Background: an optimization exercise with open tools, aiming at small area. Do not read the settings as production practice. At most, simulation tests tie the RTL to the original design; equivalence was not proved. Power and IR drop assume default switching activity.

Setup of epsilon:
==> flow/design.v <==
module spi_interface(
    output reg          mosi,
    input               miso,
    input               clk,
    input               rst,
    output reg          RX_valid,
    output reg [7:0]    output_shift_register,
    input               TX_valid,
    input [7:0]         input_shift_register
);
genvar j, p;
function is_jc8;
    input [3:0] c;
    input integer n;
    case (n)
        0: is_jc8 = ~c[0] & ~c[3];
        1: is_jc8 =  c[0] & ~c[1];
        2: is_jc8 =  c[1] & ~c[2];
        3: is_jc8 =  c[2] & ~c[3];
        4: is_jc8 =  c[3] &  c[0];
        5: is_jc8 = ~c[0] &  c[1];
        6: is_jc8 = ~c[1] &  c[2];
        default: is_jc8 = ~c[2] & c[3];
    endcase
endfunction
reg       r_in;                                 
reg [3:0] r_bit;                                
wire      r_out = RX_valid & r_bit[0];
reg [3:0] r_q;                                  
reg [1:0] r_m;
reg       r_int;                                
wire r_k8   = (r_q == 4'd2) & (r_m == 2'd2);
wire r_k40  = (r_q == 4'd13) & (r_m == 2'd1);
wire r_end  = r_k40 | (r_int & r_k8);
wire r_last = r_in & is_jc8(r_bit, 7) & r_end;
wire r_odd  = r_q[0] ^ r_m[0];                  
reg [41:0] rr [0:7];
wire [7:0] r_next;                              
wire [5:0] r_sel = {6{r_out}} & {r_int & (r_m == 2'd2), ~r_int & (r_m == 2'd2),
                                 r_int & (r_m == 2'd1), ~r_int & (r_m == 2'd1),
                                 r_int & (r_m == 2'd0), ~r_int & (r_m == 2'd0)};
generate
    for (j = 0; j < 8; j = j + 1) begin : rl
        wire here = r_in & is_jc8(r_bit, j);
        always @(posedge clk)
            rr[j] <= {(here & ~r_odd) ? miso : rr[j][0], rr[j][41:22],
                      (here &  r_odd) ? miso : rr[j][21], rr[j][20:1]};
        spi_interface_pick7 pick (
            .t({rr[j][(26 + j) % 42], rr[j][(22 + j) % 42],
                rr[j][(40 + j) % 42], rr[j][(36 + j) % 42],
                rr[j][(12 + j) % 42], rr[j][(8 + j) % 42]}),
            .s(r_sel), .q(output_shift_register[7-j]), .h(~r_out),
            .y(r_next[7-j]));
    end
endgenerate
always @(posedge clk) begin
    if (r_in & (r_q == 4'd0) & (r_m == 2'd0) & is_jc8(r_bit, 1))
        r_int <= miso;
end
always @(posedge clk or posedge rst) begin
    if (rst) begin
        r_in <= 1'b0;
        RX_valid <= 1'b0;
        output_shift_register <= 8'd0;
    end else begin
        r_in <= r_in ? ~r_last : (~r_out & ~miso);
        RX_valid <= r_last | r_out;
        output_shift_register <= r_next;
    end
end
wire r_inc = r_out | (r_in & is_jc8(r_bit, 7));
always @(posedge clk) begin
    if (r_in)
        r_bit <= r_last ? 4'b0001 : {r_bit[2:0], ~r_bit[3]};
    else if (~r_out | r_end)
        r_bit <= 4'b0000;
    if (~(r_in | r_out) | r_last | (r_out & r_end)) begin
        r_q <= 4'd0;
        r_m <= 2'd0;
    end else begin
        if (r_inc) begin
            if (r_m == 2'd2) begin
                r_m <= 2'd0;
                r_q <= r_q + 4'd1;
            end else begin
                r_m <= r_m + 2'd1;
            end
        end
    end
end
reg       t_in;                                 
reg       t_out;                                
reg [2:0] t_bit;
reg [3:0] t_q;                                  
reg [1:0] t_m;
wire t_k8   = (t_q == 4'd2) & (t_m == 2'd2);
wire t_k40  = (t_q == 4'd13) & (t_m == 2'd1);
reg [41:0] tr [0:7];
generate
    for (j = 0; j < 8; j = j + 1) begin : tl
        wire d = input_shift_register[7-j];
        always @(posedge clk)
            tr[j] <= {(t_in & (t_m == 2'd2)) ? d : tr[j][0], tr[j][41:36],
                      (t_in & (t_m == 2'd1)) ? d : tr[j][35], tr[j][34:29],
                      (t_in & (t_m == 2'd0)) ? d : tr[j][28], tr[j][27:1]};
    end
endgenerate
reg t_tap;
integer jj;
always @(*) begin
    t_tap = 1'b0;
    for (jj = 0; jj < 8; jj = jj + 1)
        if (t_bit == jj)
            t_tap = t_q[0] ? tr[jj][8 - jj] : tr[jj][29 - jj];
end
wire t_end  = (t_bit == 3'd7) & (t_k40 | (tr[1][0] & t_k8));
always @(posedge clk or posedge rst) begin
    if (rst) begin
        t_in <= 1'b0;
        t_out <= 1'b0;
        mosi <= 1'b1;
    end else begin
        t_in <= t_in ? ~t_k40 : (~t_out & TX_valid);
        t_out <= (t_in & t_k40) | (t_out & ~t_end);
        if (t_out)
            mosi <= t_tap;
        else
            mosi <= ~(t_in | TX_valid);
    end
end
wire t_inc = t_in | (t_bit == 3'd7);
always @(posedge clk) begin
    if (~(t_in | t_out) | (t_in & t_k40) | (t_out & t_end)) begin
        t_bit <= 3'd0;
        t_q <= 4'd0;
        t_m <= 2'd0;
    end else begin
        if (t_out)
            t_bit <= t_bit + 3'd1;
        if (t_inc) begin
            if (t_m == 2'd2) begin
                t_m <= 2'd0;
                t_q <= t_q + 4'd1;
            end else begin
                t_m <= t_m + 2'd1;
            end
        end
    end
end
endmodule
module spi_interface_pick7(
    input [5:0] t,
    input [5:0] s,
    input       q,
    input       h,
    output      y
);
assign y = (|(t & s)) | (q & h);
endmodule
export LEC_CHECK = 0
export ABC_AREA = 0
export CAP_MARGIN = 20
export CORE_MARGIN = 2
export CORE_UTILIZATION = 75
export PLACE_DENSITY = 0.8
export SLEW_MARGIN = 20
export SYNTH_HIERARCHICAL = 1
create_clock -name core_clock -period 5.0 [get_ports {clk}]
standard.sh (not shown) runs the stock make flow with config.mk's settings and CLKGATE_MAP_FILE= SYNTH_SCRIPT=/design/flow/synth_recipe.tcl, a recipe that flattens the netlist after the stock synthesis.
==> flow/flow/run.sh <==
#!/bin/bash
set -euo pipefail
export CTS_ARGS="-sink_clustering_enable -repair_clock_nets -dont_use_dummy_load -sink_clustering_size 13 -sink_clustering_max_diameter 35 -buf_list sky130_fd_sc_hd__buf_4"
export BUFFER_PORTS_ARGS="-buffer_cell sky130_fd_sc_hd__buf_1"
dont_use="sky130_fd_sc_hd__probe_p_8 sky130_fd_sc_hd__probec_p_8 sky130_fd_sc_hd__lpflow_*"
bash standard.sh synth > synth.log 2>&1
python3 flow/filter_lib.py $FLOW_HOME/platforms/sky130hd/lib/sky130_fd_sc_hd__tt_025C_1v80.lib restructure.lib "$dont_use"
RESTRUCTURE_RESULTS=orfs/results/sky130hd/spi_interface/base RESTRUCTURE_LIB=restructure.lib RESTRUCTURE_DONT_USE="$dont_use" \
  openroad -no_init -exit flow/restructure.tcl > restructure.log 2>&1
bash standard.sh > standard.log 2>&1
==> flow/flow/filter_lib.py <==
# Write a copy of a liberty file without the cells the platform marks
# don't-use, for restructure (which reads the liberty file directly).
import re, sys, fnmatch
src, dst = sys.argv[1], sys.argv[2]
pats = sys.argv[3].split()
text = open(src).read()
out = []
pos = 0
for m in re.finditer(r'\n\s*cell\s*\(\s*"?([\w$]+)"?\s*\)\s*\{', text):
    name = m.group(1)
    if not any(fnmatch.fnmatch(name, p) for p in pats):
        continue
    # find the matching closing brace of this cell group
    depth = 0
    i = m.end() - 1
    while True:
        c = text[i]
        if c == '{':
            depth += 1
        elif c == '}':
            depth -= 1
            if depth == 0:
                break
        i += 1
    out.append(text[pos:m.start()])
    pos = i + 1
out.append(text[pos:])
open(dst, 'w').write(''.join(out))
==> flow/flow/restructure.tcl <==
# Resynthesise the logic between flip-flops of the synthesised design for
# area with OpenROAD's restructure (ABC), in place in 1_synth.odb. Flip-flops
# and ports are not touched.
set plat $::env(FLOW_HOME)/platforms/sky130hd
set res $::env(RESTRUCTURE_RESULTS)
read_db $res/1_synth.odb
read_liberty $plat/lib/sky130_fd_sc_hd__tt_025C_1v80.lib
read_sdc $res/1_synth.sdc
set_dont_use $::env(RESTRUCTURE_DONT_USE)
report_design_area
file mkdir restructure
# restructure reads the liberty file itself: give it one without the
# don't-use cells
restructure -target area -liberty_file $::env(RESTRUCTURE_LIB) \
  -tielo_port sky130_fd_sc_hd__conb_1/LO -tiehi_port sky130_fd_sc_hd__conb_1/HI \
  -work_dir restructure
report_design_area
write_db $res/1_synth.odb
epsilon ran to completion and came out clean on the timing, DRC and antenna checks.
Input-level comparison between gamma and epsilon:
-- flow/design.v --
<<< epsilon, line 25
endfunction
reg       r_in;                                 
reg [3:0] r_bit;                                
wire      r_out = RX_valid & r_bit[0];
reg [3:0] r_q;                                  
reg [1:0] r_m;
>>> gamma, line 25
endfunction
reg       r_in;                                 
reg       r_out;                                
reg [3:0] r_bit;                                
reg [3:0] r_q;                                  
reg [1:0] r_m;
<<< epsilon, line 36
wire r_odd  = r_q[0] ^ r_m[0];                  
reg [41:0] rr [0:7];
wire [7:0] r_next;                              
wire [5:0] r_sel = {6{r_out}} & {r_int & (r_m == 2'd2), ~r_int & (r_m == 2'd2),
                                 r_int & (r_m == 2'd1), ~r_int & (r_m == 2'd1),
                                 r_int & (r_m == 2'd0), ~r_int & (r_m == 2'd0)};
generate
    for (j = 0; j < 8; j = j + 1) begin : rl
>>> gamma, line 36
wire r_odd  = r_q[0] ^ r_m[0];                  
reg [41:0] rr [0:7];
wire [7:0] r_tap;
generate
    for (j = 0; j < 8; j = j + 1) begin : rl
<<< epsilon, line 46
            rr[j] <= {(here & ~r_odd) ? miso : rr[j][0], rr[j][41:22],
                      (here &  r_odd) ? miso : rr[j][21], rr[j][20:1]};
        spi_interface_pick7 pick (
            .t({rr[j][(26 + j) % 42], rr[j][(22 + j) % 42],
                rr[j][(40 + j) % 42], rr[j][(36 + j) % 42],
                rr[j][(12 + j) % 42], rr[j][(8 + j) % 42]}),
            .s(r_sel), .q(output_shift_register[7-j]), .h(~r_out),
            .y(r_next[7-j]));
    end
endgenerate
>>> gamma, line 43
            rr[j] <= {(here & ~r_odd) ? miso : rr[j][0], rr[j][41:22],
                      (here &  r_odd) ? miso : rr[j][21], rr[j][20:1]};
        reg t;
        always @(*) begin
            case (r_m)
                2'd0: t = r_int ? rr[j][(12 + j) % 42] : rr[j][(8 + j) % 42];
                2'd1: t = r_int ? rr[j][(40 + j) % 42] : rr[j][(36 + j) % 42];
                default: t = r_int ? rr[j][(26 + j) % 42] : rr[j][(22 + j) % 42];
            endcase
        end
        assign r_tap[7-j] = t;
    end
endgenerate
<<< epsilon, line 61
    if (rst) begin
        r_in <= 1'b0;
        RX_valid <= 1'b0;
        output_shift_register <= 8'd0;
    end else begin
        r_in <= r_in ? ~r_last : (~r_out & ~miso);
        RX_valid <= r_last | r_out;
        output_shift_register <= r_next;
    end
end
wire r_inc = r_out | (r_in & is_jc8(r_bit, 7));
always @(posedge clk) begin
    if (r_in)
        r_bit <= r_last ? 4'b0001 : {r_bit[2:0], ~r_bit[3]};
    else if (~r_out | r_end)
        r_bit <= 4'b0000;
    if (~(r_in | r_out) | r_last | (r_out & r_end)) begin
        r_q <= 4'd0;
        r_m <= 2'd0;
    end else begin
        if (r_inc) begin
            if (r_m == 2'd2) begin
>>> gamma, line 61
    if (rst) begin
        r_in <= 1'b0;
        r_out <= 1'b0;
        RX_valid <= 1'b0;
        output_shift_register <= 8'd0;
    end else begin
        r_in <= r_in ? ~r_last : (~r_out & ~miso);
        r_out <= r_last | (r_out & ~r_end);
        RX_valid <= r_last | r_out;
        if (r_out)
            output_shift_register <= r_tap;
    end
end
wire r_inc = r_out | (r_in & is_jc8(r_bit, 7));
always @(posedge clk) begin
    if (~(r_in | r_out) | r_last | (r_out & r_end)) begin
        r_bit <= 4'd0;
        r_q <= 4'd0;
        r_m <= 2'd0;
    end else begin
        if (r_in)
            r_bit <= {r_bit[2:0], ~r_bit[3]};
        if (r_inc) begin
            if (r_m == 2'd2) begin
<<< epsilon, line 149
end
endmodule
module spi_interface_pick7(
    input [5:0] t,
    input [5:0] s,
    input       q,
    input       h,
    output      y
);
assign y = (|(t & s)) | (q & h);
endmodule
>>> gamma, line 151
end
endmodule
Findings:
Every run in the comparison, epsilon and gamma, completed the flow with a clean layout.
The per-cell via count in the routed design on gamma is in line with that on epsilon.
Diff epsilon -> gamma | cell area after synthesis | up slightly
Where wire length is concerned, epsilon is outperformed by gamma.
Max count of clock-buffer cells in the layout across epsilon and gamma: epsilon
Total power up 2.2% in gamma wrt epsilon
[compare] base=epsilon new=gamma: power density relative to cell area went up, final HPWL from detailed placement went down, post-synthesis to final-layout area growth went down, register-to-register slack went down, post-layout minimum cycle time went up.
As far as global route total overflow goes, epsilon and gamma are indistinguishable; the numbers are identical.
[compare] base=epsilon new=gamma: sequential fraction of total cell area did not really move; number of antenna violations at the first check in global routing shows a reduction of 4; synthesized cell count higher.
No functional check of the RTL was part of epsilon.

==> static timing again, ports no longer ideal <==
The results above use ideal ports. As a check the final layouts listed here were re-extracted and re-timed, cells and wires unchanged. Step 1 assumes that a clkbuf_16 drives the clock port and a buf_2 every other input. Step 2 moves the port delays by t, midway between the first and last clock arrival at a register: inputs arrive t later, outputs are due t later. That takes back most of the time a late clock gives input paths. Three values: no drivers, after step 1, after step 2; two values: the first two.
run	t (ns)	setup WS [ns]	slew at the worst register clock pin (ns)	worst slew at a driven data input, ns
epsilon	0.597	2.080 / 2.080 / 2.080	0.12 / 0.12	0.03
gamma	0.655	1.418 / 1.418 / 1.418	0.11 / 0.11	0.06
After both steps every run listed still meets setup and hold.
